From an optimization exercise on the open Yosys and OpenROAD flow, aimed at small area, a short achievable clock period and few clock cycles per item; shortcuts taken in it are not production practice. Function was checked by simulation only, so behaviour that the tests miss may differ from the original. Power and IR drop assume default switching activity.

Design top_fsm, start of the top module:
module top_fsm(
        input clk,
        input rst_n,
        input        ram_in_we,
        input [4 :0] ram_in_addr_wr,
        input [7 :0] ram_in_data_wr,
        input [3 :0] ram_out_addr_rd,
        output [15:0] ram_out_data_rd,
        input opmode_in,
        output reg done_out
);
    reg [7:0]  ram_in  [0:31];
    reg [15:0] ram_out [0:15];
    reg        busy;
    always @(posedge clk) begin
        if (ram_in_we)
            ram_in[ram_in_addr_wr] <= ram_in_data_wr;
    end
    integer k;
    always @(posedge clk) begin
        if (opmode_in)
            for (k = 0; k < 16; k = k + 1)
                ram_out[k] <= {ram_in[2*k], ram_in[2*k+1]};
    end
    assign ram_out_data_rd = ram_out[ram_out_addr_rd];
    always @(posedge clk or negedge rst_n) begin
        if (!rst_n)
            busy <= 1'b0;
        else
            busy <= opmode_in;
    end
    always @(posedge clk or negedge rst_n) begin
        if (!rst_n)
            done_out <= 1'b0;
        else if (opmode_in)
            done_out <= 1'b0;
        else if (busy)
            done_out <= 1'b1;
    end
endmodule
make LEC_CHECK=0 CAP_MARGIN=20 CORE_MARGIN=2 CORE_UTILIZATION=40 SETUP_SLACK_MARGIN=1.5 SLEW_MARGIN=20 finish   # period 4.5 ns
run.sh (not shown) runs the stock make flow with config.mk's settings and CLKGATE_MAP_FILE= SYNTH_SCRIPT=/design/flow/synth_recipe.tcl, a recipe that flattens the netlist after the stock synthesis.
The first run completed with no timing, DRC or antenna violations.
Testbench counts at the start, summed over its fixed seeds: cycles 384, transfers 192.
Next try:
- CORE_UTILIZATION: 40 -> 65
- SETUP_SLACK_MARGIN: 1.5 -> 2.2
After rerunning:
- The changed run finished with timing, DRC and antenna clean
- via count increases by about 4%
- total power decreases by 0.78%
- clock skew barely changes
- first-iteration DRC count rises by about 18%
- register-to-register slack barely changes
- final cell count goes down by 13%
- critical path depth goes up by 1
- worst hold slack gets better by 3.4 ps
- die area went down by 38%
- sequential share of layout area goes down by 0.44 points
- synthesized cell count stays the same
Next try:
- CORE_UTILIZATION: 65 -> 40
- SETUP_SLACK_MARGIN: 2.2 -> unset
Worst setup slack gets worse by 910 ps. Design area goes down by a few percent. Synthesized cell count does not change. Sequential power stays flat. Register-to-register slack improves by 20 ps. Clock power drops by a few percent. Core utilization decreases by 33 points. First-iteration DRC count decreases by a quarter to a third. Combinational power fell by about a fifth. Wire length falls by a few percent.
Next try:
- CTS_BUF_LIST: unset -> sky130_fd_sc_hd__clkbuf_4 sky130_fd_sc_hd__clkbuf_8
- SETUP_SLACK_MARGIN: unset -> 2.2
=> Die area does not change. Clock power decreases by about 4%. Setup slack gains 840 ps. Global-route usage increases by 1.2 points. Area after synthesis does not change.

top_fsm, a different RTL version from the one above (not shown whole).
Size: about 780 cells after synthesis, roughly 510 flip-flops, ~38 I/O pins.
make LEC_CHECK=0 CAP_MARGIN=20 CORE_MARGIN=2 CORE_UTILIZATION=65 CTS_CLUSTER_DIAMETER=100 CTS_CLUSTER_SIZE=30 SETUP_SLACK_MARGIN=1.8 SLEW_MARGIN=20 SYNTH_HIERARCHICAL=1 SYNTH_MINIMUM_KEEP_SIZE=0 finish   # period 4.5 ns
Testbench counts at the start, summed over its fixed seeds: cycles 384, transfers 192.
==> next run, changes <==
==> flow/flow/run.sh (new file) <==
#!/bin/bash
# Standard layout (the standard.sh: standard synthesis, floorplan, power grid,
# placement, CTS, routing) with smaller port buffers, clkbuf_8 clock-tree leaf
# buffers and no dummy clock loads.
set -euo pipefail
export BUFFER_PORTS_ARGS="-buffer_cell sky130_fd_sc_hd__buf_1"
export CTS_ARGS="-sink_clustering_enable -repair_clock_nets -sink_clustering_size 20 -sink_clustering_max_diameter 60 -buf_list {sky130_fd_sc_hd__clkbuf_8 sky130_fd_sc_hd__clkbuf_16} -sink_clustering_buffer sky130_fd_sc_hd__clkbuf_8 -dont_use_dummy_load"
bash standard.sh > standard_flow.log 2>&1
==> flow/standard.sh (new file) <==
#!/bin/bash
# synth_recipe.tcl (not shown) runs the flow's synth.tcl, then flattens the netlist and writes it again
# the make line also repeats each setting of config.mk as NAME=value (left out here)
make -C /OpenROAD-flow-scripts/flow DESIGN_CONFIG=/design/flow/config.mk WORK_HOME=/design/flow/orfs CLKGATE_MAP_FILE= SYNTH_SCRIPT=/design/flow/synth_recipe.tcl "${@:-finish}"
CORE_UTILIZATION = 72   (was 65)
CTS_CLUSTER_DIAMETER = default   (was 100)
CTS_CLUSTER_SIZE = default   (was 30)
removed: flow/run.sh
What happened: Register-to-register slack hardly moves; wire length fell by 3.7%; cell area went down by 2.5%; die area came out lower by 9.5%; maximum frequency went down by 2.4%; final cell count drops by 1.4%; global-route usage is higher by 1.4 points; clock-buffer cell count came out higher by 1.

-- separate check: timing with driven ports --
In the flow no input, the clock included, has a driving cell. The finished layouts below were timed again as built, in two steps.
Step 1 (the two cells are an assumption about what drives the block):
set clk [get_ports {clk}]
set_driving_cell -lib_cell sky130_fd_sc_hd__clkbuf_16 $clk
set_driving_cell -lib_cell sky130_fd_sc_hd__buf_2 [delete_from_list [all_inputs] $clk]
Step 2 adds t to the input delays and takes it off the output delays; t is the mean of the earliest and latest rising clock arrival at the registers after step 1. Input paths then give back, and output paths get back, about the clock's delay inside the block.
Slacks: ideal / step 1 / step 2; pairs: ideal / step 1.
run	shift t [ns]	setup WS [ns]	worst setup path at the end	worst data-port slew with drivers (ns)
the first run of note 1	0.611	0.764 / 0.718 / 0.718	input to output	0.09
the second run of note 1	0.599	0.972 / 0.909 / 0.909	input to output	0.10
the third run of note 1	0.599	0.059 / 0.031 / 0.031	input to output	0.08
the fourth run of note 1	0.634	0.898 / 0.866 / 0.866	input to output	0.09
the first run of note 2	0.581	1.438 / 1.374 / 1.280	input to register	0.09
the second run of note 2	0.573	1.363 / 1.321 / 1.321	input to output	0.05
After both steps every run listed still meets setup and hold. The setup slack of the first run of note 2, which loses most, moves by -0.064 ns with the drivers and by -0.158 ns with both steps.
